What follows belongs to an exercise in optimizing a design on an open flow for small area and a short achievable clock period; a production flow would make more cautious choices. Function was checked by simulation only, so behaviour that the tests miss may differ from the original. Power is estimated from default activity; no workload was simulated.

### flow/config.mk
export PLATFORM = sky130hd
export DESIGN_NAME = PE
export DESIGN_NICKNAME = PE
export VERILOG_FILES = /design/flow/design.v
export SDC_FILE = /design/flow/constraint.sdc
export NUM_CORES = 4
export LEC_CHECK = 0
export CAP_MARGIN = 20
export CORE_MARGIN = 2
export CORE_UTILIZATION = 40
export SLEW_MARGIN = 20
### flow/run.sh
#!/bin/bash
# synth_recipe.tcl (not shown) runs the flow's synth.tcl, then flattens the netlist and writes it again
# the make line also repeats each setting of config.mk as NAME=value (left out here)
make -C /OpenROAD-flow-scripts/flow DESIGN_CONFIG=/design/flow/config.mk WORK_HOME=/design/flow/orfs CLKGATE_MAP_FILE= SYNTH_SCRIPT=/design/flow/synth_recipe.tcl finish
### flow/constraint.sdc
create_clock -name core_clock -period 6.5 [get_ports {clk}]
set_input_delay 1.3000 -clock core_clock [delete_from_list [all_inputs] [get_ports {clk}]]
set_output_delay 1.3000 -clock core_clock [all_outputs]
set_load 0.01 [all_outputs]
### flow/design.v
`timescale 1ns/1ps
module register #(
    parameter NUM_STAGES = 2,
    parameter DATA_WIDTH = 2
)(
    input  wire                  CLK,
    input  wire                  RESET,
    input  wire [DATA_WIDTH-1:0] DIN,
    output wire [DATA_WIDTH-1:0] DOUT
);
genvar i;
generate
if (NUM_STAGES == 0) 
begin
    assign DOUT = DIN;
end 
else if (NUM_STAGES > 0) 
begin
    reg [NUM_STAGES*DATA_WIDTH-1:0] din_delay;
    always @(posedge CLK)
    begin
        if(RESET)
        begin
            din_delay[DATA_WIDTH-1:0] <= 0;
        end else
        begin
            din_delay[DATA_WIDTH-1:0] <= DIN;
        end
    end
    for (i=1; i<NUM_STAGES; i=i+1)
    begin : REGISTER_STAGES
        always @(posedge CLK)
        begin
            if(RESET)
            begin
                din_delay[i*DATA_WIDTH+:DATA_WIDTH] <= 0;
            end else
            begin
                din_delay[i*DATA_WIDTH+:DATA_WIDTH] <= din_delay[(i-1)*DATA_WIDTH+:DATA_WIDTH];
            end
        end
    end
    assign DOUT = din_delay[(NUM_STAGES-1)*DATA_WIDTH+:DATA_WIDTH];
end
endgenerate
endmodule
`timescale 1ns/1ps
module macc #(
    parameter OP_0_WIDTH  = 16,
    parameter OP_1_WIDTH  = 16,
    parameter ACC_WIDTH   = 48,
    parameter OUT_WIDTH   = 16,
    parameter TYPE = "FIXED_POINT",
    parameter FRAC_BITS = 0,
    parameter INT_BITS = 16 - 1 - 0
) (
  input  wire                                         clk,
  input  wire                                         reset,
  input  wire                                         enable,
  input  wire                                         clear,
  input  wire   [ 3                    -1 : 0 ]       op_code,
  input  signed [ OP_0_WIDTH           -1 : 0 ]       op_0,
  input  signed [ OP_1_WIDTH           -1 : 0 ]       op_1,
  input  signed [ ACC_WIDTH            -1 : 0 ]       op_add,
  output signed [ OUT_WIDTH            -1 : 0 ]       out
);
    localparam integer OP_CODE_WIDTH = 3;
    reg  [OP_CODE_WIDTH-1:0] op_code_d;
    reg  [OP_CODE_WIDTH-1:0] op_code_dd;
    reg  signed [OP_0_WIDTH-1:0] op_0_d;
    reg  signed [OP_1_WIDTH-1:0] op_1_d;
    reg  signed [ACC_WIDTH-1:0]  op_add_d;
    reg  signed [ACC_WIDTH-1:0]  op_add_dd;
    reg  signed [ACC_WIDTH-1:0]  product;
    wire signed [ACC_WIDTH-1:0]  data_ADD;
    reg  signed [OUT_WIDTH-1:0]  out_reg;
    wire [255:0] GND = 256'd0;
    reg enable_d;
    reg enable_dd;
    reg clear_d;
    reg clear_dd;
    always @(posedge clk)
    begin
        if (reset) begin
            op_0_d <= 0;
            op_1_d <= 0;
            op_add_d <= 0;
            op_code_d <= 0;
        end else begin
            op_code_d <= op_code;
            if (enable) begin
                op_0_d <= op_0;
                op_1_d <= (op_code[0])? op_0 : op_1;
                op_add_d <= op_add;
            end else begin
                op_0_d <= 0;
                op_1_d <= 0;
                op_add_d <= 0;
            end
        end
    end
    always@(posedge clk)
      enable_d <= enable;
    always@(posedge clk)
      clear_d <= clear;
    always @(posedge clk)
    begin
        if (reset) begin
            product <= 0;
            op_code_dd <= 0;
        end else begin
            if (enable_d) begin
                product <= op_0_d * op_1_d;
            end else begin
                product <= 0;
            end
            op_code_dd <= op_code_d;
        end
    end
    always@(posedge clk)
      enable_dd <= enable_d;
    always@(posedge clk)
      clear_dd <= clear_d;
    always @(posedge clk)
      op_add_dd <= op_add_d;
    assign data_ADD = (op_code_dd[2:1] == 2'd0) ? GND[ACC_WIDTH-1:0] :
      (op_code_dd[1] == 2'd1) ? out_reg : op_add_dd;
    always @(posedge clk)
    begin
        if (reset || clear_dd) begin
            out_reg <= 0;
        end
        else if (enable_dd) begin
            out_reg <= product + (data_ADD <<< FRAC_BITS);
        end
    end
    assign out = out_reg >>> FRAC_BITS;
endmodule
module ram
#(
  parameter integer DATA_WIDTH    = 10,
  parameter integer ADDR_WIDTH    = 12,
  parameter         RAM_TYPE      = "block"
)
(
  input  wire                         clk,
  input  wire                         reset,
  input  wire                         s_read_req,
  input  wire [ ADDR_WIDTH  -1 : 0 ]  s_read_addr,
  output reg  [ DATA_WIDTH  -1 : 0 ]  s_read_data,
  input  wire                         s_write_req,
  input  wire [ ADDR_WIDTH  -1 : 0 ]  s_write_addr,
  input  wire [ DATA_WIDTH  -1 : 0 ]  s_write_data
);
  (* RAM_STYLE = RAM_TYPE *)
  reg  [ DATA_WIDTH -1 : 0 ] mem [ 0 : 1<<ADDR_WIDTH ];
  reg[ADDR_WIDTH-1:0] rd_addr;
  reg[ADDR_WIDTH-1:0] wr_addr;
  reg[DATA_WIDTH-1:0] wr_data;
  reg rd_addr_v;
  reg wr_addr_v;
  always @(posedge clk)
    if (reset)
      rd_addr_v <= 1'b0;
    else
      rd_addr_v <= s_read_req;
  always @(posedge clk)
  begin
    if (reset)
      rd_addr <= 0;
    else if (s_read_req)
      rd_addr <= s_read_addr;
  end
  always @(posedge clk)
  begin
    if (reset)
    begin
      wr_addr <= 0;
    end
    else if (s_write_req)
    begin
      wr_addr <= s_write_addr;
    end
  end
  always @(posedge clk)
    if (reset)
      wr_addr_v <= 1'b0;
    else
      wr_addr_v <= s_write_req;
  always @(posedge clk)
    if (reset)
      wr_data <= 0;
    else if (s_write_req)
      wr_data <= s_write_data;
  always @(posedge clk)
  begin: RAM_WRITE
    if (wr_addr_v)
      mem[wr_addr] <= wr_data;
  end
  always @(posedge clk)
  begin: RAM_READ
    if (reset)
      s_read_data <= 0;
    else if (rd_addr_v)
      s_read_data <= mem[rd_addr];
  end
endmodule
`timescale 1ns/1ps
module fifo
#(   
    parameter   DATA_WIDTH          = 64,
    parameter   INIT                = "init.mif",
    parameter   ADDR_WIDTH          = 4,
    parameter   RAM_DEPTH           = (1 << ADDR_WIDTH),
    parameter   INITIALIZE_FIFO     = "no",
    parameter   TYPE                = "MLAB"
)(   
    input  wire                         clk,
    input  wire                         reset,
    input  wire                         push,
    input  wire                         pop,
    input  wire [ DATA_WIDTH -1 : 0 ]   data_in,
    output reg  [ DATA_WIDTH -1 : 0 ]   data_out,
    output reg                          empty,
    output reg                          full,
    output reg  [ ADDR_WIDTH    : 0 ]   fifo_count
);
reg     [ADDR_WIDTH-1:0]        wr_pointer;              
reg     [ADDR_WIDTH-1:0]        rd_pointer;              
reg     [DATA_WIDTH-1:0]        mem[0:RAM_DEPTH-1] ;      
always @ (fifo_count)
begin : FIFO_STATUS
  empty   = (fifo_count == 0);
  full    = (fifo_count == RAM_DEPTH);
end
always @ (posedge clk)
begin : FIFO_COUNTER
  if (reset)
    fifo_count <= 0;
  else if (push && (!pop||pop&&empty) && !full)
    fifo_count <= fifo_count + 1;
  else if (pop && (!push||push&&full) && !empty)
    fifo_count <= fifo_count - 1;
end
always @ (posedge clk)
begin : WRITE_PTR
  if (reset) begin
    wr_pointer <= 0;
  end
  else if (push && !full) begin
    wr_pointer <= wr_pointer + 1;
  end
end
always @ (posedge clk)
begin : READ_PTR
  if (reset) begin
    rd_pointer <= 0;
  end
  else if (pop && !empty) begin
    rd_pointer <= rd_pointer + 1;
  end
end
always @ (posedge clk)
begin : WRITE
  if (push & !full) begin
    mem[wr_pointer] <= data_in;
  end
end
always @ (posedge clk)
begin : READ
  if (reset) begin
    data_out <= 0;
  end
  if (pop && !empty) begin
    data_out <= mem[rd_pointer];
  end
  else begin
    data_out <= data_out;
  end
end
endmodule
module activation #(
  parameter OP_WIDTH  = 16,
  parameter TYPE        = "ReLU"
) (
  input  wire                                         clk,
  input  wire                                         reset,
  input  wire                                         enable,
  input  signed [ OP_WIDTH           -1 : 0 ]         in,
  output signed [ OP_WIDTH           -1 : 0 ]         out
);
reg [OP_WIDTH-1:0] activation_data;
always @(posedge clk)
begin
  if (reset)
    activation_data <= 0;
  else begin
    if (enable)
      activation_data <= in > 0 ? in : 0;
    else
      activation_data <= in;
  end
end
assign out = activation_data;
endmodule
`timescale 1ns/1ps
module PE #(
  parameter integer PE_BUF_ADDR_WIDTH   = 5,
  parameter integer OP_WIDTH            = 16,
  parameter integer ACC_WIDTH           = 16,
  parameter         LAYER_NORM          = "NO"
)
(
  input  wire                                         clk,
  input  wire                                         reset,
  input  wire                                         mask,
  input  wire  [ 10+2*PE_BUF_ADDR_WIDTH -1 : 0 ]      ctrl,
  input  wire                                         src_2_sel,
  input  wire  [ OP_WIDTH             -1 : 0 ]        read_data_0,
  input  wire  [ OP_WIDTH             -1 : 0 ]        read_data_1,
  input  wire  [ OP_WIDTH             -1 : 0 ]        read_data_2,
  output wire  [ OP_WIDTH             -1 : 0 ]        lrn_center,
  output wire  [ OP_WIDTH             -1 : 0 ]        write_data,
  output wire  [ OP_WIDTH             -1 : 0 ]        pe_buffer_read_data,
  input  wire                                         pe_neuron_read_req,
  input  wire  [ OP_WIDTH             -1 : 0 ]        pe_neuron_write_data,
  input  wire                                         pe_neuron_write_req,
  input  wire  [ PE_BUF_ADDR_WIDTH    -1 : 0 ]        pe_neuron_write_addr,
  output wire                                         write_valid
);
  localparam integer OP_CODE_WIDTH  = 3;
  localparam integer CTRL_WIDTH     = 10+2*PE_BUF_ADDR_WIDTH;
  wire [ OP_WIDTH           -1 : 0 ]  data_in;
  wire [ OP_WIDTH           -1 : 0 ]  pe_buffer_write_data;
  wire [ OP_WIDTH           -1 : 0 ]  pe_buffer_read_data_d;
  wire                                data_valid;
  wire                                centre_data_valid;
  wire                                src_2_sel_dd;
  wire                                _pe_buffer_write_req;
  wire                                pe_buffer_write_req;
  wire                                pe_buffer_read_req;
  wire                                _pe_buffer_read_req;
  wire                                flush, flush_d;
  wire                                enable;
  wire [ OP_CODE_WIDTH      -1 : 0 ]  op_code;
  wire [ PE_BUF_ADDR_WIDTH  -1 : 0 ]  buf_rd_addr;
  wire [ PE_BUF_ADDR_WIDTH-1:0] _buf_wr_addr;
  wire [ PE_BUF_ADDR_WIDTH-1:0] buf_wr_addr;
  wire [ OP_WIDTH-1:0] conv_out;
  wire norm_fifo_push;
  wire norm_fifo_pop;
  wire norm_fifo_empty;
  wire norm_fifo_full;
  wire [OP_WIDTH-1:0] norm_fifo_data_in;
  wire [OP_WIDTH-1:0] norm_fifo_data_out;
  assign {norm_fifo_push, norm_fifo_pop,
    buf_rd_addr, _buf_wr_addr,
    flush, write_valid, _pe_buffer_write_req, _pe_buffer_read_req, enable, op_code} = ctrl;
  assign pe_buffer_read_req = _pe_buffer_read_req || pe_neuron_read_req;
  assign pe_buffer_write_req = _pe_buffer_write_req || pe_neuron_write_req;
  assign buf_wr_addr = pe_neuron_write_req ?
    pe_neuron_write_addr : _buf_wr_addr;
  wire                         macc_enable;
  wire                         macc_clear;
  wire [OP_CODE_WIDTH -1 : 0]  macc_op_code;
  wire [OP_WIDTH      -1 : 0]  macc_op_0;
  wire [OP_WIDTH      -1 : 0]  macc_op_1;
  wire [OP_WIDTH      -1 : 0]  macc_op_add;
  wire [OP_WIDTH      -1 : 0]  macc_out;
  assign macc_enable    = enable && mask;
  assign macc_clear     = !mask;
  assign macc_op_code   = op_code;
  assign macc_op_0      = read_data_0;
  assign macc_op_1      = read_data_1;
  assign macc_op_add    = src_2_sel_dd == 0 ?
    read_data_2 : pe_buffer_read_data;
  assign conv_out     = !flush_d ? macc_out : pe_buffer_read_data_d;
  register #(
    .NUM_STAGES               ( 2                        ),
    .DATA_WIDTH               ( 1                        )
  ) src_2_delay (
    .CLK                      ( clk                      ),
    .RESET                    ( reset                    ),
    .DIN                      ( src_2_sel                ),
    .DOUT                     ( src_2_sel_dd             )
  );
  register #(
    .NUM_STAGES               ( 3                        ),
    .DATA_WIDTH               ( 1                        )
  ) macc_en_delay (
    .CLK                      ( clk                      ),
    .RESET                    ( reset                    ),
    .DIN                      ( flush                    ),
    .DOUT                     ( flush_d                  )
  );
  register #(
    .NUM_STAGES               ( 3                        ),
    .DATA_WIDTH               ( OP_WIDTH                 )
  ) fifo_out_delay (
    .CLK                      ( clk                      ),
    .RESET                    ( reset                    ),
    .DIN                      ( pe_buffer_read_data      ),
    .DOUT                     ( pe_buffer_read_data_d    )
  );
  macc #(
    .OP_0_WIDTH               ( OP_WIDTH                 ),
    .OP_1_WIDTH               ( OP_WIDTH                 ),
    .ACC_WIDTH                ( OP_WIDTH                 ),
    .OUT_WIDTH                ( OP_WIDTH                 )
  ) MACC_pe (
    .clk                      ( clk                      ),   
    .reset                    ( reset                    ),   
    .enable                   ( macc_enable              ),   
    .clear                    ( macc_clear               ),   
    .op_code                  ( macc_op_code             ),   
    .op_0                     ( macc_op_0                ),   
    .op_1                     ( macc_op_1                ),   
    .op_add                   ( macc_op_add              ),   
    .out                      ( macc_out                 )    
  );
  assign pe_buffer_write_data = pe_neuron_write_req ? pe_neuron_write_data :
    !flush_d ? macc_out : pe_buffer_read_data_d;
  ram #(
    .DATA_WIDTH               ( OP_WIDTH                 ),
    .ADDR_WIDTH               ( PE_BUF_ADDR_WIDTH        )
  ) pe_buffer (
    .clk                      ( clk                      ),   
    .reset                    ( reset                    ),   
    .s_write_req              ( pe_buffer_write_req      ),   
    .s_write_data             ( pe_buffer_write_data     ),   
    .s_write_addr             ( buf_wr_addr              ),   
    .s_read_req               ( pe_buffer_read_req       ),   
    .s_read_data              ( pe_buffer_read_data      ),   
    .s_read_addr              ( buf_rd_addr              )    
  );
  wire activation_enable = 1'b0;
  activation #(
    .OP_WIDTH                 ( OP_WIDTH                 )
  ) ReLU (
    .clk                      ( clk                      ),   
    .reset                    ( reset                    ),   
    .enable                   ( activation_enable        ),   
    .in                       ( conv_out                 ),   
    .out                      ( write_data               )    
  );
  assign norm_fifo_data_in = read_data_0;
  assign lrn_center = norm_fifo_data_out;
  fifo#(
    .DATA_WIDTH               ( OP_WIDTH                 ),
    .ADDR_WIDTH               ( 4                        )
  ) norm_fifo (
    .clk                      ( clk                      ),   
    .reset                    ( reset                    ),   
    .push                     ( norm_fifo_push           ),   
    .pop                      ( norm_fifo_pop            ),   
    .data_in                  ( norm_fifo_data_in        ),   
    .data_out                 ( norm_fifo_data_out       ),   
    .full                     ( norm_fifo_full           ),   
    .empty                    ( norm_fifo_empty          ),   
    .fifo_count               (                          )    
  );
endmodule
==> run_results.csv <==
group,metric,value,unit
global_route,antenna_found_initial,1,
global_route,grt_use_total,0.1825,
cts,clockRootBuffer,"clkbuf_16",
cts,cts_made_buffers,102,
worst_setup_path,crit_path_end_kind,"flip-flop",
power_and_ir_drop,power_density,305.2,nW/um2
cts,cts.sinks,1014,
cts,cts_setup_buffers,0,
finish,final_common_cell,"edfxtp_1",
sta,setup_viol,0,
placed_design,port_buffers,141,
yosys,synthArstFlopShare,0,
yosys,synth-seq-cells,1014,
worst_setup_path,cp_max_fo,15,
global_route,grt_max_degree,71,
worst_setup_path,worstPathArrival,6.06,ns
worst_setup_path,r2r-start,"MACC_pe.op_1_d[1]",
flow_run,cap_violations,0,
cts,clk_pin_slew,0.07,ns
yosys,synth_area_leader_cell,"edfxtp_1",
sta,setup_tns,0,ns
yosys,synthFlopType,"edfxtp_1",
finish,layout-drive-gt1-share,0.1854,
worst_setup_path,worstPathRequired,7.06,ns
sta,tightest_slew,1.097,ns
power_and_ir_drop,peakVddDrop,0.0002853,V
yosys,yosys-top-cells-area,"edfxtp_1 (56%), mux4_2 (13%), dfxtp_1 (11%)",
finish,final_cell_mix,"edfxtp_1 (784), mux4_2 (240), dfxtp_1 (207)",
detailed_routing,antenna_left,0,
floorplanning,dieArea,107300,um2
global_route,grt_pass1_vias,22386,
finish,design_area,48570,um2
cts,cts-resized-gates,0,
finish,syn_to_final_growth,15.94,%
floorplanning,start_util,0.4041,
floorplanning,fp.dieW,327.6,um
global_route,grt_pass1_wl,145000,um
detailed_routing,via_count,21689,
yosys,syn-num-nets,2702,
placed_design,dp_hpwl,62210,um
yosys,postSynthAreaPerCell,17.15,um2
yosys,synth_top_area_frac,0.5620,
yosys,syn_inst,2442,
floorplanning,chipHeight,327.6,um
floorplanning,io_pins,144,
sta,hold_ws,0.3268,ns
yosys,synth_cell_types,53,
worst_setup_path,critical_path_class,"reg -> reg",
detailed_routing,routed_via_density,5.287,
sta,relSlewSlack,0.2690,
finish,reg_top3,"pe_buffer.mem (512), norm_fifo.mem (256), fifo_out_delay.genblk1.genblk1.din_delay (48)",
detailed_routing,post_drt_wl_per_cell,23.83,um
power_and_ir_drop,p_leak,0.01661,uW
yosys,synth_edf_count,784,
detailed_routing,wirelength,97760,um
yosys,seq_area_frac_synth,0.6720,
finish,regMostFlops,"pe_buffer.mem",
sta,clock_skew,0.04968,ns
cts,cts_tree,"yes",
yosys,syn_area,41890,um2
min_path,hp-class,"reg -> reg",
finish,largest_register_ffs,512,
sta,maxSlewViolCount,0,
floorplanning,core,103600,um2
detailed_routing,dr.pass1.iters,6,
detailed_routing,dr.first_iter.drc_count,1784,
sta,fin_crit,5.502,ns
cts,htreeDepth,3,
worst_setup_path,cp-start-kind,"flip-flop",
global_route,grt-ovfl-total,0,
finish,nFillCells,8820,
sta,min_period_over_period,0.8465,
sta,final_hold_viol_count,0,
finish,finalNetCount,2891,
placed_design,placedInstanceArea,45070,um2
min_path,min-delay-start,"MACC_pe.op_add_d[15]",
placed_design,place.gp.congestion,0.8562,
cts,insertion_delay,0.69,ns
cts,clk_path_buf_depth,3,
detailed_routing,drc,0,
cts,hold_buffers,0,
run_status,outcome,"complete, no violations",
yosys,synth_warnings,7,
sta,rsz0062_at_grt,"false",
worst_setup_path,setup.worst_path.start,"MACC_pe.op_1_d[1]",
floorplanning,placementRows,118,
sta,fmax,181.8,MHz
[through the flow]
step	cells	utilization	power, uW	setup WS [ns]
global placement	3907	0.4348	8948	0.9975
global route	4098	0.4685	15310	0.6877
floorplan	2442	-	8422	1.349
finish	4102	0.4686	14820	0.9979
detailed placement	3907	0.4348	8984	1.016
CTS	4098	0.4683	14990	0.9906
[final cells by class]
type | count | area [um2] | area share
flip-flops and latches | 1014 | 28180 | 0.5803
multi-input cells | 1178 | 12790 | 0.2633
clock buffers | 140 | 2816 | 0.05799
repair buffers | 210 | 1922 | 0.03957
well taps | 1380 | 1727 | 0.03555
clock inverters | 51 | 651.9 | 0.01342
inverters | 125 | 469.2 | 0.009661
diodes | 4 | 10.01 | 0.0002061
[synthesized netlist by cell type (9+ instances only)]
cell type	number
edfxtp_1	784
mux4_2	240
dfxtp_1	230
nor2_1	176
inv_1	125
nand2_1	114
ha_1	84
and2_1	81
fa_1	81
mux2i_1	81
clkbuf_1	75
nor2b_1	63
xnor2_1	45
a21oi_1	31
a211oi_1	24
o21ai_0	23
buf_1	22
buf_2	18
a22o_1	14
a22oi_1	14
xor2_1	14
o22ai_1	13
a21o_1	11
nor3_1	10
buf_4	9
o21a_1	9
[logic make-up after synthesis]
| logic type | synth area share |
|---|---|
| simple gates | 0.05365 |
| mux | 0.1484 |
| compound gates | 0.02539 |
| fa+ha+maj | 0.06380 |
| xor+xnor | 0.01287 |
| flops | 0.6720 |
| buf+inv | 0.02393 |
[where the power goes]
part | leakage (uW) | total (uW) | internal, uW | switching [uW]
sequential | 0.00915 | 7400 | 7180 | 217
combinational | 0.00577 | 1420 | 766 | 654
clock | 0.00169 | 6000 | 3520 | 2480
[routing by layer]
metal | GRT usage | vias to the layer above | wire length, um
met5 | 0 | - | 0
met4 | 0.04807 | 0 | 2084
met3 | 0.03104 | 143 | 5929
met2 | 0.2937 | 653 | 46770
met1 | 0.2584 | 11327 | 42980
li1 | - | 9566 | -
[worst paths after layout]
check                          endpoint  slack, ns  cells after the start
hold / removal    MACC_pe.op_add_dd[15]       0.33                      0
hold reg to reg   MACC_pe.op_add_dd[15]       0.33                      0
setup / recovery    MACC_pe.product[15]        1.0                     17
setup reg to reg    MACC_pe.product[15]        1.0                     17
[worst max-delay path, stage by stage, from the launching register on]
cell and delay, ns:
dfxtp_1 0.68, nand2_1 0.17, fa_1 0.56, inv_1 0.05
fa_1 0.54, ha_1 0.13, inv_1 0.04, fa_1 0.47
fa_1 0.50, fa_1 0.49, inv_1 0.04, ha_1 0.30
or2_2 0.33, a31o_2 0.25, a2111oi_0 0.39, o21ai_0 0.19
xnor2_1 0.18, nor2_1 0.05

## port drivers added, routing unchanged
Ports are ideal in the flow. The routed layout listed here was re-timed in OpenROAD. Step 1 assumes that a clkbuf_16 drives the clock port and a buf_2 every other input. Step 2 moves the port delays by t, midway between the first and last clock arrival at a register: inputs arrive t later, outputs are due t later. That takes back most of the time a late clock gives input paths. a / b / c = no drivers / after step 1 / after step 2; a / b = the first two.
shift t [ns]: 0.730
slack for setup (ns): 0.998 / 0.998 / 0.998
latest minus earliest clock arrival (ns): 0.053 / 0.052
After both steps this run still meets setup and hold. For this run, drivers alone change the setup slack by 0.000 ns; drivers and shift together by 0.000 ns.
